What follows belongs to an exercise in optimizing a design on an open flow for a short achievable clock period and few clock cycles; a production flow would make more cautious choices.
RTL that was checked went through simulation tests only; none was proved equivalent to the original.
Function not checked in runs 1 and 4: the RTL went through the layout flow alone.
Power figures rest on the tool's default switching activity, not on a simulated workload.

==> design/flow/design.v <==
module riscv_top #(
  parameter PC_INIT = 32'h8000_0000
) (
  input wire clk,
  input wire rst_n,
  output wire [31:0] imem_addr,
  input wire [31:0] imem_rdata,
  output wire [31:0] dmem_addr,
  input wire [31:0] dmem_rdata,
  output wire dmem_we,
  output wire [31:0] dmem_wdata,
  output wire [31:0] reg4
);
  logic [31:0] pc_f;
  logic [31:0] pc_o;             
  logic        d_valid;
  logic [31:0] d_ir;
  logic [31:0] d_pc;
  logic        d_fred;           
  logic        d_auok;           
  logic [31:0] d_rs1_pre;        
  logic [31:0] d_rs2_pre;
  logic        d_alt_ok;         
  logic        e_res;            
  logic        d_wsel1, d_wsel2;  
  logic        d_ehit1, d_ehit2;  
  logic        d_esel1, d_esel2;  
  logic [31:0] reg4_q;
  logic        e_valid;
  logic [31:0] e_pc;
  logic [31:0] e_a, e_b;         
  logic        e_fwd_a, e_fwd_b;  
  logic [31:0] e_sd;             
  logic        e_fwd_sd;
  logic [2:0]  e_f3;
  logic        e_sub, e_sra;
  logic        e_we;
  logic [4:0]  e_rd;
  logic        e_early;           
  logic [31:0] e_early_val;
  logic        e_alu, e_load, e_store, e_br, e_csr, e_ecall, e_csr_imm;
  logic [4:0]  e_csr_sel;         
  logic [4:0]  e_zimm;
  logic        e_pred;            
  logic [31:0] e_alt;             
  logic        e_alt_ok;          
  logic [31:0] e_addr;            
  logic        w_valid;
  logic        w_we;
  logic [4:0]  w_rd;
  logic [31:0] w_result;
  logic [31:0] dm_addr_q, dm_wdata_q;
  logic        dm_we_q;
  logic [31:0] regs [1:31];
  logic [31:0] mstatus, mtvec, mscratch, mepc, mcause;
  assign imem_addr = pc_o;
  assign dmem_addr = dm_addr_q;
  assign dmem_we = dm_we_q;
  assign dmem_wdata = dm_wdata_q;
  assign reg4 = reg4_q;
  wire [6:0] d_op = d_ir[6:0];
  wire [2:0] d_f3 = d_ir[14:12];
  wire [4:0] d_rs1 = d_ir[19:15];
  wire [4:0] d_rs2 = d_ir[24:20];
  wire [4:0] d_rd = d_ir[11:7];
  wire d_lui   = d_op == 7'b0110111;
  wire d_auipc = d_op == 7'b0010111;
  wire d_jal   = d_op == 7'b1101111;
  wire d_jalr  = d_op == 7'b1100111;
  wire d_br    = d_op == 7'b1100011;
  wire d_load  = d_op == 7'b0000011;
  wire d_store = d_op == 7'b0100011;
  wire d_opimm = d_op == 7'b0010011;
  wire d_opr   = d_op == 7'b0110011;
  wire d_sys   = d_op == 7'b1110011;
  wire d_csr   = d_sys && d_f3 != 3'b000 && d_f3 != 3'b100;
  wire d_ecall = d_sys && d_f3 == 3'b000 && d_ir[31:20] == 12'h000;
  wire d_narrow = d_store && d_f3[1:0] != 2'b10;
  wire [31:0] imm_i = {{20{d_ir[31]}}, d_ir[31:20]};
  wire [31:0] imm_s = {{20{d_ir[31]}}, d_ir[31:25], d_ir[11:7]};
  wire [31:0] imm_b = {{19{d_ir[31]}}, d_ir[31], d_ir[7], d_ir[30:25], d_ir[11:8], 1'b0};
  wire [31:0] imm_j = {{11{d_ir[31]}}, d_ir[31], d_ir[19:12], d_ir[20], d_ir[30:21], 1'b0};
  wire [31:0] imm_u = {d_ir[31:12], 12'b0};
  wire [31:0] rv1 = ({32{d_esel1}} & e_early_val) | ({32{!d_esel1 && d_wsel1}} & w_result) |
                    ({32{!d_esel1 && !d_wsel1}} & d_rs1_pre);
  wire [31:0] rv2 = ({32{d_esel2}} & e_early_val) | ({32{!d_esel2 && d_wsel2}} & w_result) |
                    ({32{!d_esel2 && !d_wsel2}} & d_rs2_pre);
  wire e_hit1 = d_ehit1 && !d_esel1;   
  wire e_hit2 = d_ehit2 && !d_esel2;
  wire [32:0] agu_s;
  add_w #(32) agu_add(.a(rv1), .b(d_store ? imm_s : imm_i), .cin(1'b0), .s(agu_s));
  wire [31:0] agu = agu_s[31:0];
  wire [31:0] d_pc4 = d_pc + 32'd4;
  wire [31:0] bj_target = d_pc + (d_jal ? imm_j : imm_b);
  wire [20:0] au_s, au_sp, au_sm;
  add_w #(20) au_add(.a(d_pc[31:12]), .b(d_ir[31:12]), .cin(1'b0), .s(au_s));
  add_w #(20) au_addp(.a(d_pc[31:12]), .b(d_ir[31:12]), .cin(1'b1), .s(au_sp));
  add_w #(20) au_addm(.a(~(d_pc[31:12] ^ d_ir[31:12])),
                      .b({d_pc[30:12] | d_ir[30:12], 1'b0}), .cin(1'b0), .s(au_sm));
  wire [19:0] au_hi = au_s[19:0];
  wire [31:0] auipc_val = {au_hi, d_pc[11:0]};
  wire [19:0] au_hi_p = au_sp[19:0];
  wire [19:0] au_hi_m = au_sm[19:0];
  wire d_need_base = d_load || d_store || (d_jalr && !d_fred);
  wire d_stall = d_valid && (
      (d_need_base && e_hit1) ||
      ((d_load || d_narrow) && e_valid && e_store) ||
      (d_ecall && e_valid && e_csr && e_csr_sel[1]));
  wire d_pred = d_br && d_ir[31];
  wire [31:0] d_alt = d_pred ? d_pc4 : bj_target;
  wire d_res = d_valid && d_br && d_alt_ok && !e_hit1 && !e_hit2;
  wire d_mis, d_mis_ir, d_mis_op;
  br_dec d_dec0(.a(rv1), .b(rv2), .f3(d_f3), .pred(d_pred), .res(d_res), .mis(d_mis));
  br_dec d_dec1(.a(rv1), .b(rv2), .f3(d_f3), .pred(d_pred), .res(d_res), .mis(d_mis_ir));
  br_dec d_dec2(.a(rv1), .b(rv2), .f3(d_f3), .pred(d_pred), .res(d_res), .mis(d_mis_op));
  wire d_redirect = d_valid && !d_fred && (d_jal || d_jalr || d_ecall || d_pred);
  wire [31:0] d_target = d_jalr ? agu : d_ecall ? mtvec : bj_target;
  wire d_we = d_rd != 5'd0 && (d_lui || d_auipc || d_jal || d_jalr || d_opimm ||
                               d_opr || d_load || d_csr);
  wire d_addi = d_opimm && d_f3 == 3'b000;
  wire d_csr_early = d_csr && !(e_valid && e_csr);
  wire [31:0] mepc_d = (e_valid && e_ecall) ? e_pc : mepc;
  wire [31:0] mcause_d = (e_valid && e_ecall) ? 32'd11 : mcause;
  wire [11:0] d_ca = d_ir[31:20];
  wire [31:0] csr_d = ({32{d_ca == 12'h300}} & mstatus) | ({32{d_ca == 12'h305}} & mtvec) |
                      ({32{d_ca == 12'h340}} & mscratch) | ({32{d_ca == 12'h341}} & mepc_d) |
                      ({32{d_ca == 12'h342}} & mcause_d);
  wire d_early = d_lui || d_auipc || d_jal || d_jalr || (d_addi && !e_hit1) || d_csr_early;
  wire [31:0] d_early_val = d_lui ? imm_u : d_auipc ? auipc_val : (d_jal || d_jalr) ? d_pc4 :
                            d_addi ? agu : csr_d;
  wire [31:0] a = e_fwd_a ? w_result : e_a;
  wire [31:0] b = e_fwd_b ? w_result : e_b;
  wire [31:0] sd = e_fwd_sd ? w_result : e_sd;
  wire [32:0] diff = {1'b0, a} - {1'b0, b};
  wire ltu = diff[32];
  wire lt = (a[31] ^ b[31]) ? a[31] : diff[32];
  wire eq00, lt00, ltu00, eq10, lt10, ltu10, eq01, lt01, ltu01;
  cmp_w e_cmp00(.a(e_a), .b(e_b), .eq(eq00), .lt(lt00), .ltu(ltu00));
  cmp_w e_cmp10(.a(w_result), .b(e_b), .eq(eq10), .lt(lt10), .ltu(ltu10));
  cmp_w e_cmp01(.a(e_a), .b(w_result), .eq(eq01), .lt(lt01), .ltu(ltu01));
  logic beq, blt, bltu;
  always_comb begin
    case ({e_fwd_a, e_fwd_b})
      2'b00: begin beq = eq00; blt = lt00; bltu = ltu00; end
      2'b10: begin beq = eq10; blt = lt10; bltu = ltu10; end
      2'b01: begin beq = eq01; blt = lt01; bltu = ltu01; end
      default: begin beq = 1'b1; blt = 1'b0; bltu = 1'b0; end
    endcase
  end
  wire signed [31:0] a_s = a;
  wire signed [31:0] sra_s = a_s >>> b[4:0];
  wire [31:0] sra_out = sra_s;
  logic [31:0] alu_out;
  always_comb begin
    case (e_f3)
      3'b000: alu_out = e_sub ? diff[31:0] : a + b;
      3'b001: alu_out = a << b[4:0];
      3'b010: alu_out = {31'd0, lt};
      3'b011: alu_out = {31'd0, ltu};
      3'b100: alu_out = a ^ b;
      3'b101: alu_out = e_sra ? sra_out : a >> b[4:0];
      3'b110: alu_out = a | b;
      default: alu_out = a & b;
    endcase
  end
  logic br_taken;
  always_comb begin
    case (e_f3)
      3'b000: br_taken = beq;
      3'b001: br_taken = !beq;
      3'b100: br_taken = blt;
      3'b101: br_taken = !blt;
      3'b110: br_taken = bltu;
      3'b111: br_taken = !bltu;
      default: br_taken = 1'b0;
    endcase
  end
  wire e_redirect = e_valid && e_br && !e_res && (br_taken != e_pred);
  wire [31:0] csr_old = ({32{e_csr_sel[0]}} & mstatus) | ({32{e_csr_sel[1]}} & mtvec) |
                        ({32{e_csr_sel[2]}} & mscratch) | ({32{e_csr_sel[3]}} & mepc) |
                        ({32{e_csr_sel[4]}} & mcause);
  wire [31:0] csr_v = e_csr_imm ? {27'd0, e_zimm} : a;
  logic [31:0] csr_new;
  always_comb begin
    case (e_f3[1:0])
      2'b01: csr_new = csr_v;
      2'b10: csr_new = csr_old | csr_v;
      default: csr_new = csr_old & ~csr_v;
    endcase
  end
  wire csr_wr = e_valid && e_csr;
  logic [31:0] load_val;
  always_comb begin
    case (e_f3)
      3'b000: load_val = {{24{dmem_rdata[7]}}, dmem_rdata[7:0]};
      3'b001: load_val = {{16{dmem_rdata[15]}}, dmem_rdata[15:0]};
      3'b100: load_val = {24'd0, dmem_rdata[7:0]};
      3'b101: load_val = {16'd0, dmem_rdata[15:0]};
      default: load_val = dmem_rdata;
    endcase
  end
  wire [31:0] e_result = e_load ? load_val :
                         e_early ? e_early_val :
                         e_csr ? csr_old : alu_out;
  logic [31:0] st_val;
  always_comb begin
    case (e_f3[1:0])
      2'b00: st_val = {dmem_rdata[31:8], sd[7:0]};
      2'b01: st_val = {dmem_rdata[31:16], sd[15:0]};
      default: st_val = sd;
    endcase
  end
  wire [31:0] fi = imem_rdata;
  wire [6:0] f_op = fi[6:0];
  wire f_jal = f_op == 7'b1101111;
  wire f_bwd = f_op == 7'b1100011 && fi[31];
  wire f_jalr = f_op == 7'b1100111 && d_valid && d_auipc && d_rd != 5'd0 &&
                d_rd == fi[19:15];
  wire f_ecall = f_op == 7'b1110011 && fi[14:12] == 3'b000 && fi[31:20] == 12'h000 &&
                 !(d_valid && d_csr && d_ir[31:20] == 12'h305) &&
                 !(e_valid && e_csr && e_csr_sel[1]);
  wire f_jr0 = f_op == 7'b1100111 && fi[31:20] == 12'h000 && d_valid && d_early && d_we &&
               d_rd == fi[19:15] && !f_jalr;
  wire f_redirect = f_jal || f_bwd || f_jalr || f_ecall || f_jr0;
  wire [18:0] pc_hi13 = pc_f[31:13];
  wire [18:0] pc_hi13_p = pc_f[31:13] + 19'd1;
  wire [18:0] pc_hi13_m = pc_f[31:13] - 19'd1;
  wire [10:0] pc_hi21 = pc_f[31:21];
  wire [10:0] pc_hi21_p = pc_f[31:21] + 11'd1;
  wire [10:0] pc_hi21_m = pc_f[31:21] - 11'd1;
  wire [13:0] br_lo;
  add_w #(13) br_add(.a(pc_f[12:0]), .b({fi[31], fi[7], fi[30:25], fi[11:8], 1'b0}), .cin(1'b0), .s(br_lo));
  wire [18:0] br_hi;
  hi_sel #(19) br_hs(.c(br_lo[13]), .s(fi[31]), .hi(pc_hi13), .hi_p(pc_hi13_p),
                     .hi_m(pc_hi13_m), .out(br_hi));
  wire [31:0] f_t_br = {br_hi, br_lo[12:0]};
  wire [21:0] jal_lo;
  add_w #(21) jal_add(.a(pc_f[20:0]), .b({fi[31], fi[19:12], fi[20], fi[30:21], 1'b0}), .cin(1'b0), .s(jal_lo));
  wire [10:0] jal_hi;
  hi_sel #(11) jal_hs(.c(jal_lo[21]), .s(fi[31]), .hi(pc_hi21), .hi_p(pc_hi21_p),
                      .hi_m(pc_hi21_m), .out(jal_hi));
  wire [31:0] f_t_jal = {jal_hi, jal_lo[20:0]};
  wire [12:0] jr_lo;
  add_w #(12) jr_add(.a(d_pc[11:0]), .b(fi[31:20]), .cin(1'b0), .s(jr_lo));
  wire [19:0] jr_hi;
  hi_sel #(20) jr_hs(.c(jr_lo[12]), .s(fi[31]), .hi(au_hi), .hi_p(au_hi_p),
                     .hi_m(au_hi_m), .out(jr_hi));
  wire [31:0] f_t_jalr = {jr_hi, jr_lo[11:0]};
  wire [4:0] fa_idx = imem_rdata[19:15];
  wire [4:0] fb_idx = dmem_rdata[19:15];
  wire [4:0] fc_idx = imem_rdata[24:20];
  wire [4:0] fd_idx = dmem_rdata[24:20];
  wire wr_now = w_valid && w_we;
  wire [31:0] f_rs1_main = (wr_now && w_rd == fa_idx) ? w_result : fa_idx == 5'd0 ? 32'd0 : regs[fa_idx];
  wire [31:0] f_rs1_alt = (wr_now && w_rd == fb_idx) ? w_result : fb_idx == 5'd0 ? 32'd0 : regs[fb_idx];
  wire [31:0] f_rs2_main = (wr_now && w_rd == fc_idx) ? w_result : fc_idx == 5'd0 ? 32'd0 : regs[fc_idx];
  wire [31:0] f_rs2_alt = (wr_now && w_rd == fd_idx) ? w_result : fd_idx == 5'd0 ? 32'd0 : regs[fd_idx];
  wire [31:0] rf1 = (wr_now && w_rd == d_rs1) ? w_result : d_rs1 == 5'd0 ? 32'd0 : regs[d_rs1];
  wire [31:0] rf2 = (wr_now && w_rd == d_rs2) ? w_result : d_rs2 == 5'd0 ? 32'd0 : regs[d_rs2];
  wire e_wr = e_valid && e_we;
  wire f_br = f_op == 7'b1100011;
  wire [31:0] pc_f4 = pc_f + 32'd4;
  wire f_ok = !e_redirect && !d_stall && !d_mis && !d_redirect;
  logic [31:0] npc_other;
  always_comb begin
    if (e_redirect)
      npc_other = e_alt_ok ? e_alt + 32'd4 : e_alt;
    else if (d_stall)
      npc_other = pc_f;
    else if (d_mis)
      npc_other = d_alt + 32'd4;
    else if (d_redirect)
      npc_other = d_target;
    else
      npc_other = pc_f4;
  end
  wire s_jal = f_ok && f_jal;
  wire s_br = f_ok && f_bwd;
  wire s_jalr = f_ok && f_jalr;
  wire s_jr0 = f_ok && f_jr0;
  wire s_ecall = f_ok && f_ecall;
  wire s_other = !(f_ok && f_redirect);
  wire [31:0] pc_next, pc_next_o;
  pc_mux pcm(.t_jal(f_t_jal), .t_br(f_t_br), .t_jalr(f_t_jalr), .t_ecall(mtvec),
             .t_jr0(d_early_val), .s_jr0(s_jr0),
             .t_other(npc_other), .s_jal(s_jal), .s_br(s_br), .s_jalr(s_jalr),
             .s_ecall(s_ecall), .s_other(s_other), .out(pc_next));
  pc_mux pcm_o(.t_jal(f_t_jal), .t_br(f_t_br), .t_jalr(f_t_jalr), .t_ecall(mtvec),
               .t_jr0(d_early_val), .s_jr0(s_jr0),
               .t_other(npc_other), .s_jal(s_jal), .s_br(s_br), .s_jalr(s_jalr),
               .s_ecall(s_ecall), .s_other(s_other), .out(pc_next_o));
  wire dm_keep_e = e_valid && e_store;
  wire dm_agu = d_valid && (d_load || d_narrow);
  wire dm_ealt = d_valid && d_br && !d_res;
  wire [31:0] dm_other = dm_keep_e ? e_addr : dm_agu ? agu : d_alt;
  wire dm_sel_f = !(dm_keep_e || dm_agu || dm_ealt);
  wire [31:0] dm_next;
  pc_mux dmm(.t_jal(pc_f4), .t_br(f_t_br), .t_jalr(32'd0), .t_ecall(32'd0),
             .t_jr0(32'd0), .s_jr0(1'b0),
             .t_other(dm_other), .s_jal(dm_sel_f && fi[31]), .s_br(dm_sel_f && !fi[31]),
             .s_jalr(1'b0), .s_ecall(1'b0), .s_other(!dm_sel_f), .out(dm_next));
  wire d_adv = d_valid && !d_stall;
  always_ff @(posedge clk or negedge rst_n) begin
    if (!rst_n) begin
      pc_f <= PC_INIT;
      pc_o <= PC_INIT;
      d_valid <= 1'b0;
      e_valid <= 1'b0;
      w_valid <= 1'b0;
      dm_we_q <= 1'b0;
    end else begin
      pc_f <= pc_next;
      pc_o <= pc_next_o;
      if (e_redirect)
        d_valid <= e_alt_ok;
      else if (d_stall) begin
      end else if (d_mis)
        d_valid <= 1'b1;
      else if (d_redirect)
        d_valid <= 1'b0;
      else
        d_valid <= 1'b1;
      e_valid <= d_adv && !e_redirect;
      w_valid <= e_valid;
      dm_we_q <= e_valid && e_store;
    end
  end
  always_ff @(posedge clk) begin
    if (e_redirect) begin
      d_ir <= dmem_rdata;
      d_pc <= e_alt;
      d_fred <= 1'b0;
      d_auok <= 1'b0;
    end else if (d_stall) begin
    end else if (d_mis_ir) begin
      d_ir <= dmem_rdata;
      d_pc <= d_alt;
      d_fred <= 1'b0;
      d_auok <= 1'b0;
    end else begin
      d_ir <= imem_rdata;
      d_pc <= pc_f;
      d_fred <= f_redirect;
      d_auok <= 1'b1;
    end
    if (e_redirect || (!d_stall && d_mis_op)) begin
      d_rs1_pre <= f_rs1_alt;
      d_rs2_pre <= f_rs2_alt;
      d_wsel1 <= e_wr && e_rd == fb_idx;
      d_wsel2 <= e_wr && e_rd == fd_idx;
    end else if (d_stall) begin
      d_rs1_pre <= rf1;
      d_rs2_pre <= rf2;
      d_wsel1 <= e_wr && e_rd == d_rs1;
      d_wsel2 <= e_wr && e_rd == d_rs2;
    end else begin
      d_rs1_pre <= f_rs1_main;
      d_rs2_pre <= f_rs2_main;
      d_wsel1 <= e_wr && e_rd == fa_idx;
      d_wsel2 <= e_wr && e_rd == fc_idx;
    end
    d_ehit1 <= d_valid && !d_stall && !e_redirect && d_we && d_rd == fa_idx;
    d_ehit2 <= d_valid && !d_stall && !e_redirect && d_we && d_rd == fc_idx;
    d_esel1 <= d_valid && !d_stall && !e_redirect && d_we && d_early && d_rd == fa_idx;
    d_esel2 <= d_valid && !d_stall && !e_redirect && d_we && d_early && d_rd == fc_idx;
    d_alt_ok <= !e_redirect && !d_stall && !d_mis && f_br &&
                !(e_valid && e_store) &&
                !(d_valid && (d_load || d_narrow)) &&
                !(d_valid && d_br && !d_res);
  end
  always_ff @(posedge clk) begin
    e_pc <= d_pc;
    e_a <= rv1;
    e_fwd_a <= e_hit1 && d_rs1 != 5'd0;
    e_b <= (d_opimm) ? imm_i : rv2;
    e_fwd_b <= !d_opimm && e_hit2 && d_rs2 != 5'd0;
    e_sd <= rv2;
    e_fwd_sd <= e_hit2 && d_rs2 != 5'd0;
    e_f3 <= d_f3;
    e_sub <= d_opr && d_ir[30];
    e_sra <= d_ir[30];
    e_we <= d_we;
    e_rd <= d_rd;
    e_early <= d_early;
    e_early_val <= d_early_val;
    e_alu <= d_opimm || d_opr;
    e_load <= d_load;
    e_store <= d_store;
    e_br <= d_br;
    e_csr <= d_csr;
    e_ecall <= d_ecall;
    e_csr_imm <= d_f3[2];
    e_csr_sel <= {d_ir[31:20] == 12'h342, d_ir[31:20] == 12'h341, d_ir[31:20] == 12'h340,
                  d_ir[31:20] == 12'h305, d_ir[31:20] == 12'h300};
    e_zimm <= d_rs1;
    e_pred <= d_pred;
    e_alt <= d_alt;
    e_res <= d_res;
    e_alt_ok <= !(e_valid && e_store);
    e_addr <= agu;
  end
  always_ff @(posedge clk) begin
    dm_addr_q <= dm_next;
    dm_wdata_q <= st_val;
  end
  always_ff @(posedge clk) begin
    w_we <= e_we;
    w_rd <= e_rd;
    w_result <= e_result;
  end
  always_ff @(posedge clk) begin
    if (w_valid && w_we)
      regs[w_rd] <= w_result;
    reg4_q <= regs[4];
  end
  always_ff @(posedge clk or negedge rst_n) begin
    if (!rst_n) begin
      mstatus <= 32'h0;
      mtvec <= 32'h0;
      mscratch <= 32'h0;
      mepc <= 32'h0;
      mcause <= 32'h0;
    end else if (e_valid) begin
      if (e_ecall) begin
        mepc <= e_pc;
        mcause <= 32'd11;
      end
      if (e_csr) begin
        if (e_csr_sel[0]) mstatus <= csr_new;
        if (e_csr_sel[1]) mtvec <= csr_new;
        if (e_csr_sel[2]) mscratch <= csr_new;
        if (e_csr_sel[3]) mepc <= csr_new;
        if (e_csr_sel[4]) mcause <= csr_new;
      end
    end
  end
endmodule
module pc_mux(
  input wire [31:0] t_jal,
  input wire [31:0] t_br,
  input wire [31:0] t_jalr,
  input wire [31:0] t_jr0,
  input wire [31:0] t_ecall,
  input wire [31:0] t_other,
  input wire s_jal,
  input wire s_br,
  input wire s_jalr,
  input wire s_jr0,
  input wire s_ecall,
  input wire s_other,
  output wire [31:0] out
);
  assign out = ({32{s_jal}} & t_jal) | ({32{s_br}} & t_br) | ({32{s_jalr}} & t_jalr) |
               ({32{s_jr0}} & t_jr0) |
               ({32{s_ecall}} & t_ecall) | ({32{s_other}} & t_other);
endmodule
module hi_sel #(
  parameter int W = 20
) (
  input wire c,
  input wire s,
  input wire [W-1:0] hi,
  input wire [W-1:0] hi_p,
  input wire [W-1:0] hi_m,
  output wire [W-1:0] out
);
  wire p = c && !s;
  wire m = !c && s;
  assign out = ({W{p}} & hi_p) | ({W{m}} & hi_m) | ({W{!p && !m}} & hi);
endmodule
module add_w #(
  parameter int W = 32
) (
  input wire [W-1:0] a,
  input wire [W-1:0] b,
  input wire cin,
  output wire [W:0] s
);
  localparam int L = $clog2(W + 1);
  logic [W:0] g [0:L];
  logic [W:0] p [0:L];
  always_comb begin
    g[0][0] = cin;
    p[0][0] = 1'b0;
    for (int i = 0; i < W; i++) begin
      g[0][i + 1] = a[i] & b[i];
      p[0][i + 1] = a[i] ^ b[i];
    end
    for (int l = 0; l < L; l++) begin
      for (int i = 0; i <= W; i++) begin
        if (i >= (1 << l)) begin
          g[l + 1][i] = g[l][i] | (p[l][i] & g[l][i - (1 << l)]);
          p[l + 1][i] = p[l][i] & p[l][i - (1 << l)];
        end else begin
          g[l + 1][i] = g[l][i];
          p[l + 1][i] = p[l][i];
        end
      end
    end
  end
  for (genvar i = 0; i < W; i++) begin : sum
    assign s[i] = a[i] ^ b[i] ^ g[L][i];
  end
  assign s[W] = g[L][W];
endmodule
module br_dec(
  input wire [31:0] a,
  input wire [31:0] b,
  input wire [2:0] f3,
  input wire pred,
  input wire res,
  output wire mis
);
  wire eq, lt, ltu;
  cmp_w cmp(.a(a), .b(b), .eq(eq), .lt(lt), .ltu(ltu));
  logic taken;
  always_comb begin
    case (f3)
      3'b000: taken = eq;
      3'b001: taken = !eq;
      3'b100: taken = lt;
      3'b101: taken = !lt;
      3'b110: taken = ltu;
      3'b111: taken = !ltu;
      default: taken = 1'b0;
    endcase
  end
  assign mis = res && (taken != pred);
endmodule
module cmp_w(
  input wire [31:0] a,
  input wire [31:0] b,
  output wire eq,
  output wire lt,
  output wire ltu
);
  wire [32:0] d;
  add_w #(32) sub(.a(a), .b(~b), .cin(1'b1), .s(d));
  assign eq = a == b;
  assign ltu = !d[32];
  assign lt = (a[31] ^ b[31]) ? a[31] : !d[32];
endmodule
==> design/flow/flow/run.sh <==
#!/bin/bash
# Standard layout (the standard flow's own synthesis and ORFS steps), with timing repair
# aimed below the clock period: repair_timing treats paths with less than
# SETUP_SLACK_MARGIN of slack as violating. The SDC is the standard flow's, unchanged.
set -uo pipefail
bash standard.sh SETUP_SLACK_MARGIN=11.5 finish > standard_flow.log 2>&1
status=$?
cp -r orfs/logs . 2>/dev/null || true
exit $status
==> design/flow/standard.sh <==
#!/bin/bash
# synth_recipe.tcl (not shown) runs the flow's synth.tcl, then flattens the netlist and writes it again
# the make line also repeats each setting of config.mk as NAME=value (left out here)
make -C /OpenROAD-flow-scripts/flow DESIGN_CONFIG=/design/flow/config.mk WORK_HOME=/design/flow/orfs CLKGATE_MAP_FILE= SYNTH_SCRIPT=/design/flow/synth_recipe.tcl "${@:-finish}"
==> design/flow/config.mk <==
export PLATFORM = sky130hd
export DESIGN_NAME = riscv_top
export DESIGN_NICKNAME = riscv_top
export VERILOG_FILES = /design/flow/design.v
export SDC_FILE = /design/flow/constraint.sdc
export NUM_CORES = 4
export LEC_CHECK = 0
export CAP_MARGIN = 20
export CELL_PAD_IN_SITES_DETAIL_PLACEMENT = 1
export CELL_PAD_IN_SITES_GLOBAL_PLACEMENT = 1
export CORE_MARGIN = 2
export CORE_UTILIZATION = 40
export SLEW_MARGIN = 20
export SYNTH_HIERARCHICAL = 1
==> design/flow/constraint.sdc <==
create_clock -name core_clock -period 16.0 [get_ports {clk}]
set_input_delay 3.2000 -clock core_clock [delete_from_list [all_inputs] [get_ports {clk}]]
set_output_delay 3.2000 -clock core_clock [all_outputs]
set_load 0.01 [all_outputs]
==> impl_results.md, run 1 <==
* Power Dens Cells at 123 nW/µm²
* DRT iter0 DRCs at about 20,000
* Initial Util at 0.402
* Area occupied by multi-input gates at about 96,000 µm²
* Final Hold Fails at 0
* Synthesized area at about 140,000 µm²
* Tcrit/Tclk final at 0.352
* GRT overflow at 0
* Row count at 219
* Die area at 362,000 µm²
* Critical Path Source Type: input port
* Num CTS Buffers at 215
* Routed WL per cell at 45.7 µm
* Largest net degree at the start of global routing at 106
* Die height at ~600 µm
* PortBufs at 194
* Vias in the first global route at 135,075
* Setup_tns at 0 ns
* Worst EP required at 16.78 ns
* Filler cells at ~37,000
* Lkg Pwr at 63.9 nW
* Inst Count DP at around 17,000
* Placement Setup Slack at between 8 and 9 ns
* Max Cap Viol at 0
* 1st-pass router iterations at 11
* Final setup viols at 0
* DRC viols at 0
* Layout Cells excl Fill at 18,571
* Area grow syn2layout at 21.6%
* Antenna-violating nets left at 0
* Min Tclk post-route at 5.63 ns
* Yosys warns at 23
* Skew final at 0.121 ns
* All-Layer GR Usage at 0.450
* Root Buffer: clkbuf_16
* Layout cells sized above 1 at 0.308
* Worst-path fanout max at 10
* Number of flip-flops in the largest register at 992
* Met3 wire len at 106 mm
* Clock latency at the later pin of the worst-skew pair at 1.03 ns
* Crit path kind: input port to flip-flop
* Fmax at roughly 180 MHz
* Clock transition at path regs at 0.07 ns
* IO Count at around 200
* Routed vias/inst at 7.38
* Metal-1 WL at between 200 and 300 mm
* Worst setup EP type: flip-flop
* RD Place Congestion at roughly 1
* Layout net count at 14,164
* Post-Syn Instances at around 13,000
* H-Tree Depth at 4
* Max Slew Vio Count at 0
* Max-slew headroom at 0.135
* Register area at 47,200 µm²
* RSZ-0062 raised after global routing: yes
* Slew @ Worst Pin at about 1.3 ns
* Initial antenna violation count at 82
* Status: timing/DRC/antenna clean
* First-pass GRT wire length at approximately 1100 mm
* Met2 WL post-DR at 359 mm
* Top Metal Used: met5
* Drt total wl at 848 mm
* CTS max path bufs at 4
* Setup ws final at 10.37 ns
* Syn Area/Cell at approximately 11 µm²
* Total Power at 21.4 mW
* Clk sinks at 1,756
* Critical path arrival at 6.40 ns
* Hold crit path type: flip-flop to flip-flop
* Chip width at 602 µm
* TritonCTS clock tree: built
* Vias at 136,970
* Top reg by flops: regs
* Dpl hpwl at 523 mm
* Maximum VDD drop at 0.137 mV
* Core outline area at 356,000 µm²
==> path summary, 6_finish.rpt <==
kind	slack (ns)	startpoint	end	depth (start not counted)
worst max-delay path	10.37	imem_rdata[24]	pc_o[19]$_DFF_PN0_	15
worst min-delay path	0.29	e_we$_DFF_P_	w_we$_DFF_P_	0
worst max register to register	10.46	d_wsel1$_DFF_P_	flip-flop	27
worst min register to register	0.29	e_we$_DFF_P_	w_we$_DFF_P_	0
max in group asynchronous	12.33	rst_n	mstatus[28]$_DFFE_PN0P_	2
min in group asynchronous	2.20	rst_n	pc_o[10]$_DFF_PN0_	1
==> layout by cell type, fill, tap and decap left out, types with 79 or more instances in the layout <==
| cell type | instances |
|---|---|
| buf_16 | 90 |
| nand4_1 | 88 |
| buf_12 | 119 |
| a21oi_1 | 829 |
| o22ai_1 | 193 |
| xor2_1 | 338 |
| a22oi_2 | 99 |
| nor2_1 | 791 |
| o211ai_1 | 106 |
| mux2i_1 | 771 |
| a211oi_1 | 352 |
| conb_1 | 143 |
| nand3_1 | 247 |
| clkbuf_16 | 243 |
| buf_4 | 648 |
| buf_6 | 203 |
| ha_1 | 407 |
| a21o_1 | 110 |
| edfxtp_1 | 1056 |
| dfxtp_2 | 97 |
| nand2_1 | 929 |
| a222oi_1 | 111 |
| dfxtp_1 | 308 |
| mux2_2 | 97 |
| mux4_2 | 1473 |
| o21ai_1 | 100 |
| nor3_1 | 167 |
| inv_1 | 493 |
| xnor2_1 | 220 |
| a22oi_1 | 240 |
| o21ai_0 | 466 |
| dfrtp_1 | 223 |
| a221o_1 | 79 |
==> critical path, cell delays in order <==
cell and delay (ns):
buf_6 0.10, buf_12 0.12, buf_16 0.15, ha_4 0.30
o21a_1 0.14, and2_4 0.16, a21oi_4 0.06, a21oi_4 0.22
inv_2 0.07, ha_4 0.28, buf_12 0.16, a222oi_1 0.86
inv_1 0.21, a22oi_2 0.22, nand3_1 0.11
==> stage by stage <==
stage / utilization / hold WS, ns / cell area [µm²]
6_report: 0.489 / 0.287 / 174000
5_1_grt: 0.488 / 0.312 / 174000
4_1_cts: 0.478 / 0.302 / 170000
3_5_place_dp: 0.425 / 0.365 / 151000
3_3_place_gp: 0.425 / 0.367 / 151000
2_1_floorplan: - / 0.331 / 146000
==> final cells by class <==
type,instances,area share
diodes,44,0.000633
clock buffers,281,0.0348
clock inverters,120,0.00862
inverters,521,0.0115
multi-input cells,9844,0.550
flip-flops and latches,1756,0.272
well taps,4751,0.0342
repair buffers,1253,0.0883
repair inverters,1,0.0000432
==> report_power, final <==
group	leakage [nW]	internal (mW)	switching, mW	total [mW]
logic	43.5	3.70	6.11	9.81
clock network	3.65	3.12	2.29	5.41
registers	16.7	5.35	0.816	6.17
total	63.9	12.2	9.21	21.4
==> per-layer routing <==
metal / up-vias / track usage
li1: 52639 / -
met1: 69994 / 0.534
met2: 10910 / 0.657
met3: 3373 / 0.148
met4: 54 / 0.389
met5: - / 0.00119
==> repair_timing <==
| action | 4_1_cts | 5_1_grt |
|---|---|---|
| cloned | 109 | 26 |
| endpoints found under the setup margin | 545 | 490 |
| resized for setup | 1909 | 438 |
| hold buffers | 0 | 0 |
| buffers inserted | 389 | 133 |
| pin swaps | 267 | 256 |
==> run 2, diff against run 1 <==
--- a/design/flow/design.v
+++ b/design/flow/design.v
@@ -478,3 +478,4 @@
 );
-  localparam int L = $clog2(W + 1);
+  localparam int L = (W + 1 <= 2) ? 1 : (W + 1 <= 4) ? 2 : (W + 1 <= 8) ? 3 :
+                     (W + 1 <= 16) ? 4 : (W + 1 <= 32) ? 5 : 6;
   logic [W:0] g [0:L];
==> impl_results.md, run 2 <==
* DRC viols at 0
* Core outline area at 356,000 µm²
* Worst hold stages at 0
* Layout Cells excl Fill at 18,571
* Design Area, Final at 174,000 µm²
* Clk sinks at 1,756
* Clock transition at path regs at 0.07 ns
* Vias in the first global route at 135,075
* Routed WL per cell at 45.7 µm
* Routed vias/inst at 7.38
* Met2 WL post-DR at roughly 360 mm
* Num CTS Buffers at approximately 220
* Metal-1 WL at 294 mm
* Reg2Reg Launch Point: d_wsel1$_DFF_P_
* Maximum VDD drop at 0.137 mV
* Drt total wl at approximately 850 mm
* Worst-path fanout max at 10
* Area grow syn2layout at 21.6%
* Layout net count at 14,164
* Power Dens Cells at 123 nW/µm²
* Skew final at 0.121 ns
* Initial Util at 0.402
* Chip width at 602 µm
* Fmax at 178 MHz
* IO Count at between 150 and 200
* Max-slew headroom at 0.135
* FF-to-FF path depth at 27
* Antenna-violating nets left at 0
* Total Power at ~21 mW
* Clock latency at the later pin of the worst-skew pair at 1.03 ns
* PortBufs at 194
* CP endpoint: pc_o[19]$_DFF_PN0_
* Critical Path Source Type: input port
* Hold crit path type: flip-flop to flip-flop
* Root Buffer: clkbuf_16
* Crit. Startpoint: imem_rdata[24]
* Tcrit/Tclk final at 0.352
* Top Metal Used: met5
* Setup ws final at 10.37 ns
* Cells along the critical path: buf_6 > buf_12 > buf_16 > ha_4 > o21a_1 > and2_4 > a21oi_4 > a21oi_4 > inv_2 > ha_4 > buf_12 > a222oi_1 > inv_1 > a22oi_2 > nand3_1
* GRT overflow at 0
* Vias at between 100k and 150k
* Layout cells sized above 1 at 0.308
* Worst EP required at 16.78 ns
* Max Cap Viol at 0
* H-Tree Depth at 4
* Slew @ Worst Pin at 1.30 ns
* Min Tclk post-route at approximately 5.6 ns
* Most common cell after layout, fill and taps aside: mux4_2
* Lkg Pwr at 63.9 nW
* Crit path kind: input port to flip-flop
* Max Slew Vio Count at 0
* RSZ-0062 raised after global routing: yes
* Setup_tns at 0 ns
* Yosys warns at 23
* Row count at 219
* All-Layer GR Usage at 0.450
* Initial antenna violation count at 82
* RD Place Congestion at 1.00
* DP Area at 151,000 µm²
* Die height at roughly 600 µm
* Placement Setup Slack at a little over 8 ns
* Die area at 362,000 µm²
* Dpl hpwl at 523 mm
* CP max stage cell: a222oi_1
* Final hold slack at 0.287 ns
* CTS max path bufs at 4
* Final setup viols at 0
* Top reg by flops: regs
* DRT iter0 DRCs at 20,415
* First-pass GRT wire length at 1140 mm
* R2R setup slack at about 10 ns
* Inst Count DP at 17,466
* Syn Area/Cell at 10.9 µm²
* Hold Startpoint: e_we$_DFF_P_
* Largest net degree at the start of global routing at 106
* Status: timing/DRC/antenna clean
* Largest stage delay, worst path at 0.86 ns
* Commonest non-fill, non-tap cells in the layout: mux4_2, edfxtp_1, nand2_1
* 1st-pass router iterations at 11
* Post-Syn Instances at 13,136
* Post-layout util at 0.489
* Critical path arrival at between 6 and 7 ns
* Synthesized area at 143,000 µm²
* Number of flip-flops in the largest register at 992
* Worst setup EP type: flip-flop
* Final Hold Fails at 0
* TritonCTS clock tree: built
* Met3 wire len at 106 mm
run 2: how the worst min path moves through the flow:
stage | endpoint | slack (ns)
after CTS | w_we$_DFF_P_ | 0.30
after floorplan | w_we$_DFF_P_ | 0.33
after detailed placement | w_we$_DFF_P_ | 0.37
after global routing | w_we$_DFF_P_ | 0.31
final | w_we$_DFF_P_ | 0.29
after global placement | w_we$_DFF_P_ | 0.37
run 2: cell type report:
type | count | area, µm²
fill | 36620 | 182000
multi-input combinational | 9844 | 95700
sequential | 1756 | 47200
timing repair buffer | 1253 | 15400
clock buffer | 281 | 6050
tap | 4751 | 5940
inverter | 521 | 2000
clock inverter | 120 | 1500
antenna | 44 | 110
timing repair inverter | 1 | 7.51
run 2: what timing repair did:
item,4_1_cts,5_1_grt
hold buffers,0,0
resized for setup,1909,438
gates cloned,109,26
endpoints found under the setup margin,545,490
buffers inserted,389,133
pin swaps,267,256
run 2: routing by layer:
| layer | global-route usage | vias up |
|---|---|---|
| li1 | - | 52639 |
| met1 | 0.534 | 69994 |
| met2 | 0.657 | 10910 |
| met3 | 0.148 | 3373 |
| met4 | 0.389 | 54 |
| met5 | 0.00119 | - |
run 2: critical path: cells and delay by family:
family | cells | cell delay (ns)
buffers and inverters | 6 | 0.81
adders and majority gates | 2 | 0.58
and+or+nand+nor | 2 | 0.27
AOI/OAI and AO/OA | 5 | 1.50
run 2: power breakdown:
part           internal [mW]  total (mW)  switching, mW
combinational           3.70        9.81           6.11
sequential              5.35        6.17          0.816
clock                   3.12        5.41           2.29
total                   12.2        21.4           9.21
Testbench counts of run 2, summed over its fixed seeds: cycles 80,602.
==> run 3, diff against run 2 <==
--- a/design/flow/design.v
+++ b/design/flow/design.v
@@ -110,7 +110,25 @@
   wire [31:0] d_alt = d_pred ? d_pc4 : bj_target;
-  wire d_res = d_valid && d_br && d_alt_ok && !e_hit1 && !e_hit2;
+  wire d_same = d_rs1 == d_rs2;
+  wire s1e = d_esel1;
+  wire s1w = !d_esel1 && d_wsel1;
+  wire s1p = !d_esel1 && !d_wsel1;
+  wire s2e = d_esel2;
+  wire s2w = !d_esel2 && d_wsel2;
+  wire s2p = !d_esel2 && !d_wsel2;
+  wire [5:0] csel = {d_same, !d_same && s1p && s2e, !d_same && s1e && s2p,
+                     !d_same && s1p && s2w, !d_same && s1w && s2p, !d_same && s1p && s2p};
+  wire [4:0] c_eq, c_lt, c_ltu;
+  cmp_w c_pp(.a(d_rs1_pre), .b(d_rs2_pre), .eq(c_eq[0]), .lt(c_lt[0]), .ltu(c_ltu[0]));
+  cmp_w c_wp(.a(w_result), .b(d_rs2_pre), .eq(c_eq[1]), .lt(c_lt[1]), .ltu(c_ltu[1]));
+  cmp_w c_pw(.a(d_rs1_pre), .b(w_result), .eq(c_eq[2]), .lt(c_lt[2]), .ltu(c_ltu[2]));
+  cmp_w c_ep(.a(e_early_val), .b(d_rs2_pre), .eq(c_eq[3]), .lt(c_lt[3]), .ltu(c_ltu[3]));
+  cmp_w c_pe(.a(d_rs1_pre), .b(e_early_val), .eq(c_eq[4]), .lt(c_lt[4]), .ltu(c_ltu[4]));
+  wire d_res = d_valid && d_br && d_alt_ok && !e_hit1 && !e_hit2 && csel != 6'd0;
   wire d_mis, d_mis_ir, d_mis_op;
-  br_dec d_dec0(.a(rv1), .b(rv2), .f3(d_f3), .pred(d_pred), .res(d_res), .mis(d_mis));
-  br_dec d_dec1(.a(rv1), .b(rv2), .f3(d_f3), .pred(d_pred), .res(d_res), .mis(d_mis_ir));
-  br_dec d_dec2(.a(rv1), .b(rv2), .f3(d_f3), .pred(d_pred), .res(d_res), .mis(d_mis_op));
+  br_dec d_dec0(.eq(c_eq), .lt(c_lt), .ltu(c_ltu), .sel(csel), .f3(d_f3), .pred(d_pred),
+                .res(d_res), .mis(d_mis));
+  br_dec d_dec1(.eq(c_eq), .lt(c_lt), .ltu(c_ltu), .sel(csel), .f3(d_f3), .pred(d_pred),
+                .res(d_res), .mis(d_mis_ir));
+  br_dec d_dec2(.eq(c_eq), .lt(c_lt), .ltu(c_ltu), .sel(csel), .f3(d_f3), .pred(d_pred),
+                .res(d_res), .mis(d_mis_op));
   wire d_redirect = d_valid && !d_fred && (d_jal || d_jalr || d_ecall || d_pred);
@@ -232,18 +250,30 @@
   add_w #(13) br_add(.a(pc_f[12:0]), .b({fi[31], fi[7], fi[30:25], fi[11:8], 1'b0}), .cin(1'b0), .s(br_lo));
-  wire [18:0] br_hi;
+  wire [18:0] br_hi, br_hi_o, br_hi_d;
   hi_sel #(19) br_hs(.c(br_lo[13]), .s(fi[31]), .hi(pc_hi13), .hi_p(pc_hi13_p),
                      .hi_m(pc_hi13_m), .out(br_hi));
+  hi_sel #(19) br_hs_o(.c(br_lo[13]), .s(fi[31]), .hi(pc_hi13), .hi_p(pc_hi13_p),
+                       .hi_m(pc_hi13_m), .out(br_hi_o));
+  hi_sel #(19) br_hs_d(.c(br_lo[13]), .s(fi[31]), .hi(pc_hi13), .hi_p(pc_hi13_p),
+                       .hi_m(pc_hi13_m), .out(br_hi_d));
   wire [31:0] f_t_br = {br_hi, br_lo[12:0]};
+  wire [31:0] f_t_br_o = {br_hi_o, br_lo[12:0]};
+  wire [31:0] f_t_br_d = {br_hi_d, br_lo[12:0]};
   wire [21:0] jal_lo;
   add_w #(21) jal_add(.a(pc_f[20:0]), .b({fi[31], fi[19:12], fi[20], fi[30:21], 1'b0}), .cin(1'b0), .s(jal_lo));
-  wire [10:0] jal_hi;
+  wire [10:0] jal_hi, jal_hi_o;
   hi_sel #(11) jal_hs(.c(jal_lo[21]), .s(fi[31]), .hi(pc_hi21), .hi_p(pc_hi21_p),
                       .hi_m(pc_hi21_m), .out(jal_hi));
+  hi_sel #(11) jal_hs_o(.c(jal_lo[21]), .s(fi[31]), .hi(pc_hi21), .hi_p(pc_hi21_p),
+                        .hi_m(pc_hi21_m), .out(jal_hi_o));
   wire [31:0] f_t_jal = {jal_hi, jal_lo[20:0]};
+  wire [31:0] f_t_jal_o = {jal_hi_o, jal_lo[20:0]};
   wire [12:0] jr_lo;
   add_w #(12) jr_add(.a(d_pc[11:0]), .b(fi[31:20]), .cin(1'b0), .s(jr_lo));
-  wire [19:0] jr_hi;
+  wire [19:0] jr_hi, jr_hi_o;
   hi_sel #(20) jr_hs(.c(jr_lo[12]), .s(fi[31]), .hi(au_hi), .hi_p(au_hi_p),
                      .hi_m(au_hi_m), .out(jr_hi));
+  hi_sel #(20) jr_hs_o(.c(jr_lo[12]), .s(fi[31]), .hi(au_hi), .hi_p(au_hi_p),
+                       .hi_m(au_hi_m), .out(jr_hi_o));
   wire [31:0] f_t_jalr = {jr_hi, jr_lo[11:0]};
+  wire [31:0] f_t_jalr_o = {jr_hi_o, jr_lo[11:0]};
   wire [4:0] fa_idx = imem_rdata[19:15];
@@ -257,4 +287,2 @@
   wire [31:0] f_rs2_alt = (wr_now && w_rd == fd_idx) ? w_result : fd_idx == 5'd0 ? 32'd0 : regs[fd_idx];
-  wire [31:0] rf1 = (wr_now && w_rd == d_rs1) ? w_result : d_rs1 == 5'd0 ? 32'd0 : regs[d_rs1];
-  wire [31:0] rf2 = (wr_now && w_rd == d_rs2) ? w_result : d_rs2 == 5'd0 ? 32'd0 : regs[d_rs2];
   wire e_wr = e_valid && e_we;
@@ -287,3 +315,3 @@
              .s_ecall(s_ecall), .s_other(s_other), .out(pc_next));
-  pc_mux pcm_o(.t_jal(f_t_jal), .t_br(f_t_br), .t_jalr(f_t_jalr), .t_ecall(mtvec),
+  pc_mux pcm_o(.t_jal(f_t_jal_o), .t_br(f_t_br_o), .t_jalr(f_t_jalr_o), .t_ecall(mtvec),
                .t_jr0(d_early_val), .s_jr0(s_jr0),
@@ -297,3 +325,3 @@
   wire [31:0] dm_next;
-  pc_mux dmm(.t_jal(pc_f4), .t_br(f_t_br), .t_jalr(32'd0), .t_ecall(32'd0),
+  pc_mux dmm(.t_jal(pc_f4), .t_br(f_t_br_d), .t_jalr(32'd0), .t_ecall(32'd0),
              .t_jr0(32'd0), .s_jr0(1'b0),
@@ -351,4 +379,4 @@
     end else if (d_stall) begin
-      d_rs1_pre <= rf1;
-      d_rs2_pre <= rf2;
+      d_rs1_pre <= rv1;
+      d_rs2_pre <= rv2;
       d_wsel1 <= e_wr && e_rd == d_rs1;
@@ -466,5 +494,5 @@
 );
-  wire p = c && !s;
-  wire m = !c && s;
-  assign out = ({W{p}} & hi_p) | ({W{m}} & hi_m) | ({W{!p && !m}} & hi);
+  wire [W-1:0] with_c = s ? hi : hi_p;
+  wire [W-1:0] without_c = s ? hi_m : hi;
+  assign out = c ? with_c : without_c;
 endmodule
@@ -507,4 +535,6 @@
 module br_dec(
-  input wire [31:0] a,
-  input wire [31:0] b,
+  input wire [4:0] eq,
+  input wire [4:0] lt,
+  input wire [4:0] ltu,
+  input wire [5:0] sel,           
   input wire [2:0] f3,
@@ -514,4 +544,5 @@
 );
-  wire eq, lt, ltu;
-  cmp_w cmp(.a(a), .b(b), .eq(eq), .lt(lt), .ltu(ltu));
+  wire e = sel[5] | (|(sel[4:0] & eq));
+  wire l = !sel[5] & (|(sel[4:0] & lt));
+  wire lu = !sel[5] & (|(sel[4:0] & ltu));
   logic taken;
@@ -519,8 +550,8 @@
     case (f3)
-      3'b000: taken = eq;
-      3'b001: taken = !eq;
-      3'b100: taken = lt;
-      3'b101: taken = !lt;
-      3'b110: taken = ltu;
-      3'b111: taken = !ltu;
+      3'b000: taken = e;
+      3'b001: taken = !e;
+      3'b100: taken = l;
+      3'b101: taken = !l;
+      3'b110: taken = lu;
+      3'b111: taken = !lu;
       default: taken = 1'b0;
==> impl_results.md, run 3 <==
* Largest stage delay, worst path at 0.68 ns
* Clk pwr share at 0.234
* Number of flip-flops in the largest register at 992
* Commonest non-fill, non-tap cells in the layout: edfxtp_1, mux4_2, nand2_1
* Vias at 128,135
* Syn Area/Cell at about 11 µm²
* DRC viols at 0
* First-pass GRT wire length at 1050 mm
* Chip width at 583 µm
* CP Buf/Inv Count at 5
* Initial Util at 0.402
* Tcrit/Tclk final at 0.346
* Filler cells at 34,718
* Total Power at ~23 mW
* Skew final at 0.109 ns
* Maximum VDD drop at 0.106 mV
* Max Slew Vio Count at 0
* DRT iter0 DRCs at between 15,000 and 20,000
* Max-slew headroom at 0.129
* Die area at 340,000 µm²
* 1st-pass router iterations at 6
* Vias in the first global route at approximately 130k
* PortBufs at 194
* Lkg Pwr at 62.4 nW
* Layout Cells excl Fill at 17,782
* Die height at 583 µm
* RD Place Congestion at approximately 1.0
* RSZ-0062 raised after global routing: yes
* Row count at 212
* Layout net count at 13,804
* Placement Setup Slack at between 7 and 8 ns
* Yosys warns at 23
* CTS max path bufs at 4
* Max Cap Viol at 0
* All-Layer GR Usage at 0.443
* Post-Syn Instances at 12,675
* Largest net degree at the start of global routing at 164
* Antenna-violating nets left at 0
* Worst setup EP type: flip-flop
* Inst Count DP at 16,728
* Critical path arrival at 6.33 ns
* Synthesized area at 134,000 µm²
* Root Buffer: clkbuf_16
* Hold crit path type: flip-flop to flip-flop
* Worst-path fanout max at 8
* H-Tree Depth at 4
* Top reg by flops: regs
* TritonCTS clock tree: built
* Layout cells sized above 1 at 0.284
* Final setup viols at 0
* Setup_tns at 0 ns
* Crit path kind: flip-flop to flip-flop
* Clock transition at path regs at approximately 0.060 ns
* Initial antenna violation count at between 60 and 70
* Final Hold Fails at 0
* Worst EP required at 16.80 ns
* Sw Ratio at 0.437
* CP max stage cell: dfxtp_1
* Fmax at 181 MHz
* Switching power at 9.90 mW
* Critical Path Source Type: flip-flop
* IO Count at 195
* Drt total wl at 780 mm
* Slew @ Worst Pin at 1.30 ns
* Most common cell on crit path: buf_12
* Dpl hpwl at 477 mm
* Setup ws final at 10.46 ns
* Routed vias/inst at slightly above 7
* CP top delay family: compound AO/OA/AOI/OAI gates
* Most common cell after layout, fill and taps aside: edfxtp_1
* Area grow syn2layout at 23.2%
* Cells along the critical path: ha_1 > a21oi_1 > o21ai_1 > a21oi_2 > o31ai_2 > o22a_2 > a41oi_2 > o21ai_1 > inv_1 > maj3_2 > a222oi_1 > buf_4 > nor2_2 > nor3_2 > o211ai_1 > mux2i_4 > buf_12 > nor2_4 > and3_4 > buf_12 > buf_12 > nand2_8 > a22oi_2 > nand3_1
* Internal power at roughly 13 mW
* Num CTS Buffers at roughly 210
* Min Tclk post-route at 5.54 ns
* Routed WL per cell at between 40 and 50 µm
* Flop pwr share at 0.273
* Status: timing/DRC/antenna clean
* Power Dens Cells at ~140 nW/µm²
* Clk sinks at 1,746
* GRT overflow at 0
* Combinational share of power at 0.493
* Clock latency at the later pin of the worst-skew pair at 1.00 ns
* CTS Hold Buffers Added at 0
* Core outline area at ~330,000 µm²
[run 3: cell types whose count changed in the layout (fill, tap and decap cells not counted), moves of 50 or more]
| cell | delta |
|---|---|
| a211oi_1 | -244 |
| a21oi_1 | -71 |
| buf_4 | -103 |
| dfxtp_2 | +50 |
| ha_1 | +91 |
| mux2i_1 | +140 |
| mux4_2 | -427 |
| nand2_1 | +115 |
| nor2_1 | -55 |
| nor3_1 | -73 |
| o22ai_1 | -149 |
[run 3: worst paths after layout]
| check | from | endpoint | slack, ns | cells past startpoint |
|---|---|---|---|---|
| min in group asynchronous | rst_n | pc_f[22]$_DFF_PN0_ | 2.25 | 1 |
| max in group asynchronous | rst_n | e_valid$_DFF_PN0_ | 12.40 | 2 |
| worst min register to register | e_rd[2]$_DFF_P_ | w_rd[2]$_DFF_P_ | 0.40 | 0 |
| worst max-delay path | d_rs1_pre[4]$_DFF_P_ | pc_f[29]$_DFF_PN0_ | 10.46 | 24 |
| worst min-delay path | e_rd[2]$_DFF_P_ | w_rd[2]$_DFF_P_ | 0.40 | 0 |
| worst max register to register | d_rs1_pre[4]$_DFF_P_ | pc_f[29]$_DFF_PN0_ | 10.46 | 24 |
[run 3: repair_timing]
action / in CTS / in global routing
pin swaps: 242 / 194
endpoints found under the setup margin: 518 / 459
resized for setup: 1983 / 435
cloned: 160 / 23
endpoints found under the hold margin: 0 / 0
buffers inserted: 318 / 119
[run 3: worst reg2reg max path, delay by kind of cell, from the launching register on]
| family | cells | cell delay, ns |
|---|---|---|
| flops | 1 | 0.68 |
| buf+inv | 5 | 0.79 |
| simple gates | 6 | 1.02 |
| mux | 1 | 0.30 |
| fa+ha+maj | 2 | 0.59 |
| compound gates | 10 | 2.02 |
[run 3: metrics by stage]
stage / instance area, µm² / hold WS (ns) / utilization
global placement: 142000 / 0.419 / 0.425
CTS: 162000 / 0.414 / 0.485
floorplan: 137000 / 0.331 / -
global route: 165000 / 0.426 / 0.495
finish: 165000 / 0.402 / 0.495
detailed placement: 142000 / 0.415 / 0.425
[run 3: layout make-up]
cell class              count  area (µm²)  area share
multi-input cells        9471       87100       0.527
inverters                 567        2180      0.0132
clock inverters           114        1450     0.00879
well taps                4387        5490      0.0332
repair buffers           1176       16100      0.0975
flip-flops and latches   1746       47000       0.284
repair inverters            1        8.76   0.0000530
clock buffers             283        5910      0.0358
diodes                     37        92.6    0.000560
[run 3: layer usage]
metal | global-route usage | vias up | wire length (µm)
met2 | 0.652 | 10035 | 330000
met3 | 0.131 | 3039 | 96000
met4 | 0.367 | 40 | 78800
li1 | - | 49813 | -
met5 | 0 | - | 394
met1 | 0.536 | 65208 | 275000
[run 3: power by group through the flow]
stage          clock, mW  sequential, mW  combinational, mW
4_1_cts             5.30            6.14               10.4
2_1_floorplan          0            5.92               5.95
3_3_place_gp           0            6.25               8.79
3_5_place_dp           0            6.25               9.00
5_1_grt             5.46            6.17               11.6
6_report            5.30            6.17               11.2
Testbench counts of run 3, summed over its fixed seeds: cycles 80,602.
==> run 4, diff against run 3 <==
--- a/design/flow/design.v
+++ b/design/flow/design.v
@@ -290,31 +290,14 @@
   wire [31:0] pc_f4 = pc_f + 32'd4;
-  wire f_ok = !e_redirect && !d_stall && !d_mis && !d_redirect;
-  logic [31:0] npc_other;
-  always_comb begin
-    if (e_redirect)
-      npc_other = e_alt_ok ? e_alt + 32'd4 : e_alt;
-    else if (d_stall)
-      npc_other = pc_f;
-    else if (d_mis)
-      npc_other = d_alt + 32'd4;
-    else if (d_redirect)
-      npc_other = d_target;
-    else
-      npc_other = pc_f4;
-  end
-  wire s_jal = f_ok && f_jal;
-  wire s_br = f_ok && f_bwd;
-  wire s_jalr = f_ok && f_jalr;
-  wire s_jr0 = f_ok && f_jr0;
-  wire s_ecall = f_ok && f_ecall;
-  wire s_other = !(f_ok && f_redirect);
+  wire er = e_redirect;
+  wire f_ok = !er && !d_stall && !d_mis && !d_redirect;
+  wire [9:0] pc_sel = {f_ok && !f_redirect, f_ok && f_ecall, f_ok && f_jr0, f_ok && f_jalr,
+                       f_ok && f_bwd, f_ok && f_jal, !er && !d_stall && !d_mis && d_redirect,
+                       !er && d_stall, !er && d_mis, er};
+  wire [31:0] t_e = e_alt_ok ? e_alt + 32'd4 : e_alt;
+  wire [31:0] t_dm = d_alt + 32'd4;
   wire [31:0] pc_next, pc_next_o;
-  pc_mux pcm(.t_jal(f_t_jal), .t_br(f_t_br), .t_jalr(f_t_jalr), .t_ecall(mtvec),
-             .t_jr0(d_early_val), .s_jr0(s_jr0),
-             .t_other(npc_other), .s_jal(s_jal), .s_br(s_br), .s_jalr(s_jalr),
-             .s_ecall(s_ecall), .s_other(s_other), .out(pc_next));
-  pc_mux pcm_o(.t_jal(f_t_jal_o), .t_br(f_t_br_o), .t_jalr(f_t_jalr_o), .t_ecall(mtvec),
-               .t_jr0(d_early_val), .s_jr0(s_jr0),
-               .t_other(npc_other), .s_jal(s_jal), .s_br(s_br), .s_jalr(s_jalr),
-               .s_ecall(s_ecall), .s_other(s_other), .out(pc_next_o));
+  oh_mux #(10) pcm(.t({pc_f4, mtvec, d_early_val, f_t_jalr, f_t_br, f_t_jal, d_target, pc_f,
+                      t_dm, t_e}), .sel(pc_sel), .out(pc_next));
+  oh_mux #(10) pcm_o(.t({pc_f4, mtvec, d_early_val, f_t_jalr_o, f_t_br_o, f_t_jal_o, d_target,
+                        pc_f, t_dm, t_e}), .sel(pc_sel), .out(pc_next_o));
   wire dm_keep_e = e_valid && e_store;
@@ -494,4 +477,28 @@
 );
-  wire [W-1:0] with_c = s ? hi : hi_p;
-  wire [W-1:0] without_c = s ? hi_m : hi;
+  wire [W-1:0] with_c, without_c;
+  sel_s #(W) by_s(.s(s), .hi(hi), .hi_p(hi_p), .hi_m(hi_m), .with_c(with_c),
+                  .without_c(without_c));
+  sel_c #(W) by_c(.c(c), .with_c(with_c), .without_c(without_c), .out(out));
+endmodule
+module sel_s #(
+  parameter int W = 20
+) (
+  input wire s,
+  input wire [W-1:0] hi,
+  input wire [W-1:0] hi_p,
+  input wire [W-1:0] hi_m,
+  output wire [W-1:0] with_c,
+  output wire [W-1:0] without_c
+);
+  assign with_c = s ? hi : hi_p;
+  assign without_c = s ? hi_m : hi;
+endmodule
+module sel_c #(
+  parameter int W = 20
+) (
+  input wire c,
+  input wire [W-1:0] with_c,
+  input wire [W-1:0] without_c,
+  output wire [W-1:0] out
+);
   assign out = c ? with_c : without_c;
@@ -568,7 +575,54 @@
 );
-  wire [32:0] d;
-  add_w #(32) sub(.a(a), .b(~b), .cin(1'b1), .s(d));
-  assign eq = a == b;
-  assign ltu = !d[32];
-  assign lt = (a[31] ^ b[31]) ? a[31] : !d[32];
+  logic [30:0] l0, e0;
+  logic [15:0] l1, e1;
+  logic [7:0] l2, e2;
+  logic [3:0] l3, e3;
+  logic [1:0] l4, e4;
+  logic l5, e5;
+  always_comb begin
+    for (int i = 0; i < 31; i++) begin
+      l0[i] = !a[i] & b[i];
+      e0[i] = !(a[i] ^ b[i]);
+    end
+    for (int i = 0; i < 16; i++) begin
+      if (2 * i + 1 < 31) begin
+        l1[i] = l0[2 * i + 1] | (e0[2 * i + 1] & l0[2 * i]);
+        e1[i] = e0[2 * i + 1] & e0[2 * i];
+      end else begin
+        l1[i] = l0[2 * i];
+        e1[i] = e0[2 * i];
+      end
+    end
+    for (int i = 0; i < 8; i++) begin
+      l2[i] = l1[2 * i + 1] | (e1[2 * i + 1] & l1[2 * i]);
+      e2[i] = e1[2 * i + 1] & e1[2 * i];
+    end
+    for (int i = 0; i < 4; i++) begin
+      l3[i] = l2[2 * i + 1] | (e2[2 * i + 1] & l2[2 * i]);
+      e3[i] = e2[2 * i + 1] & e2[2 * i];
+    end
+    for (int i = 0; i < 2; i++) begin
+      l4[i] = l3[2 * i + 1] | (e3[2 * i + 1] & l3[2 * i]);
+      e4[i] = e3[2 * i + 1] & e3[2 * i];
+    end
+    l5 = l4[1] | (e4[1] & l4[0]);
+    e5 = e4[1] & e4[0];
+  end
+  wire e31 = !(a[31] ^ b[31]);
+  assign eq = e31 & e5;
+  assign ltu = (!a[31] & b[31]) | (e31 & l5);
+  assign lt = (a[31] & !b[31]) | (e31 & l5);
+endmodule
+module oh_mux #(
+  parameter int N = 2
+) (
+  input wire [32*N-1:0] t,
+  input wire [N-1:0] sel,
+  output logic [31:0] out
+);
+  always_comb begin
+    out = 32'd0;
+    for (int i = 0; i < N; i++)
+      out = out | ({32{sel[i]}} & t[32*i +: 32]);
+  end
 endmodule
==> impl_results.md, run 4 <==
* Status: timing/DRC/antenna clean
* IO Count at 195
* Setup_tns at 0 ns
* GRT overflow at 0
* PortBufs at 194
* Post-Syn Instances at 12,285
* Final setup viols at 0
* CTS Hold Buffers Added at 0
* Met3 usage at 0.140
* Chip width at approximately 580 µm
* Synthesized area at 132,000 µm²
* R2R setup slack at approximately 11 ns
* Filler cells at 34,025
* Max Slew Vio Count at 0
* Inst Count DP at ~16,000
* Register area at 47,000 µm²
* GRT busiest layer: met2
* First-pass GRT wire length at approximately 1000 mm
* Reg2reg end: pc_f[28]$_DFF_PN0_
* CP endpoint: pc_f[28]$_DFF_PN0_
* Drt total wl at 764 mm
* Worst EP required at 16.77 ns
* Top reg by flops: regs
* TritonCTS clock tree: built
* Clock latency at the later pin of the worst-skew pair at 1.03 ns
* DRC viols at 0
* Reg2Reg Launch Point: d_ir[1]$_DFFE_PN_
* Routed vias/inst at 7.14
* Most common cell after layout, fill and taps aside: edfxtp_1
* Core outline area at 330,000 µm²
* Hold crit path type: flip-flop to flip-flop
* FF-to-FF path depth at 25
* Layout Cells excl Fill at 17,652
* CTS max path bufs at 4
* Num CTS Buffers at 213
* Skew final at between 0.1 and 0.15 ns
* Critical Path Source Type: flip-flop
* Layout cells sized above 1 at 0.331
* H-Tree Depth at 4
* Critical path arrival at 6.27 ns
* Grt met1 use at 0.539
* Number of flip-flops in the largest register at slightly below 1,000
* RSZ-0062 raised after global routing: yes
* Clk sinks at ~1,700
* Min Tclk post-route at approximately 5.5 ns
* Routed WL per cell at roughly 43 µm
* Crit path kind: flip-flop to flip-flop
* Area grow syn2layout at 26.5%
* Layout net count at roughly 14,000
* Yosys warns at 25
* Die height at 579 µm
* All-Layer GR Usage at 0.439
* Setup ws final at 10.51 ns
* Largest stage delay, worst path at 0.58 ns
* Largest net degree at the start of global routing at 125
* Fmax at 182 MHz
* Placement Setup Slack at 7.41 ns
* Vias in the first global route at 123,409
* Area occupied by multi-input gates at 86,100 µm²
* CP max stage cell: or4_4
* Worst-path fanout max at 6
* Power Dens Cells at 135 nW/µm²
* Max-slew headroom at 0.131
* Max Cap Viol at 0
* Antenna-violating nets left at 0
* Die area at 336,000 µm²
* Commonest non-fill, non-tap cells in the layout: edfxtp_1, mux4_2, nand2_1
* Row count at 211
* Root Buffer: clkbuf_16
* Maximum VDD drop at 0.0909 mV
* Crit. Startpoint: d_ir[1]$_DFFE_PN_
* RD Place Congestion at 1.00
* Final Hold Fails at 0
* Clock transition at path regs at 0.06 ns
* Tcrit/Tclk final at 0.343
* Initial antenna violation count at 61
* Met2 global-route usage at 0.639
* Slew @ Worst Pin at 1.30 ns
* 1st-pass router iterations at 6
* Initial Util at 0.401
* Syn Area/Cell at 10.8 µm²
* Worst setup EP type: flip-flop
* Lkg Pwr at 63.0 nW
* Dpl hpwl at 465 mm
* Vias at 126,098
* DRT iter0 DRCs at 18,735
run 4: worst min path at each step:
| stage | startpoint | endpoint | slack (ns) | cells past startpoint |
|---|---|---|---|---|
| final | e_rd[0]$_DFF_P_ | w_rd[0]$_DFF_P_ | 0.38 | 0 |
| after detailed placement | e_we$_DFF_P_ | w_we$_DFF_P_ | 0.40 | 0 |
| after CTS | e_rd[0]$_DFF_P_ | w_rd[0]$_DFF_P_ | 0.40 | 0 |
| after global placement | e_we$_DFF_P_ | w_we$_DFF_P_ | 0.40 | 0 |
| after floorplan | e_rd[3]$_DFF_P_ | w_rd[3]$_DFF_P_ | 0.33 | 0 |
| after global routing | e_rd[0]$_DFF_P_ | w_rd[0]$_DFF_P_ | 0.38 | 0 |
run 4: worst max-delay path, delay by kind of cell, from the launching register on:
kind,cells,cell delay [ns]
simple gates,5,1.13
buf+inv,6,0.88
compound gates,12,2.60
flops,1,0.34
fa+ha+maj,1,0.24
xor+xnor,1,0.11
run 4: where the power goes:
group / leakage, nW / internal [mW] / switching (mW)
Clock: 3.46 / 2.93 / 2.22
Sequential: 16.6 / 5.33 / 0.797
Combinational: 42.9 / 4.56 / 6.72
Total: 63.0 / 12.8 / 9.74
run 4: final cells by class:
type,instances,share of cell area
Antenna cell,44,0.000657
Clock buffer,282,0.0353
Clock inverter,114,0.00720
Inverter,581,0.0133
Multi-Input combinational cell,9133,0.514
Sequential cell,1746,0.280
Tap cell,4366,0.0326
Timing Repair Buffer,1384,0.117
Timing Repair inverter,2,0.000120
run 4: layer usage:
layer | vias up | routed length, µm
met5 | - | 563
met4 | 28 | 73600
met3 | 2891 | 99300
met2 | 9729 | 320000
met1 | 64340 | 271000
li1 | 49110 | -
run 4: timing repair:
| item | 4_1_cts | 5_1_grt |
|---|---|---|
| buffers inserted | 422 | 183 |
| setup endpoints to repair | 595 | 524 |
| pin swaps | 339 | 336 |
| cloned | 203 | 18 |
| resized for setup | 1975 | 624 |
run 4: stage by stage:
stage               hold WS (ns)  instance area (µm²)   util  total power, mW
global placement           0.401               140000  0.426             14.8
detailed placement         0.398               141000  0.426             15.0
finish                     0.380               168000  0.508             22.6
floorplan                  0.329               135000      -             11.5
CTS                        0.399               163000  0.493             21.5
global route               0.381               167000  0.507             23.1

## port drivers added, routing unchanged
In the flow no input, the clock included, has a driving cell. The finished layouts below were timed again as built, in two steps. Step 1, drivers: a clkbuf_16 drives clk and a buf_2 each remaining input, both assumed. Step 2 also shifts input and output timing later by t, the mid clock arrival at the registers, as if the neighbouring blocks saw the same clock. Slacks: ideal / step 1 / step 2; pairs: ideal / step 1.
| run | t, ns | setup slack, ns | hold slack, ns | worst register clock-pin slew, ns | worst slew at a driven data input, ns |
|---|---|---|---|---|---|
| run 1 | 1.092 | 10.373 / 10.228 / 9.136 | 0.287 / 0.287 / 0.287 | 0.08 / 0.08 | 0.57 |
| run 2 | 1.092 | 10.373 / 10.228 / 9.136 | 0.287 / 0.287 / 0.287 | 0.08 / 0.08 | 0.57 |
| run 3 | 1.062 | 10.463 / 10.463 / 9.528 | 0.402 / 0.402 / 0.402 | 0.08 / 0.08 | 0.46 |
| run 4 | 1.060 | 10.506 / 10.417 / 9.357 | 0.380 / 0.380 / 0.380 | 0.07 / 0.07 | 0.64 |
After both steps every run listed still meets setup and hold.
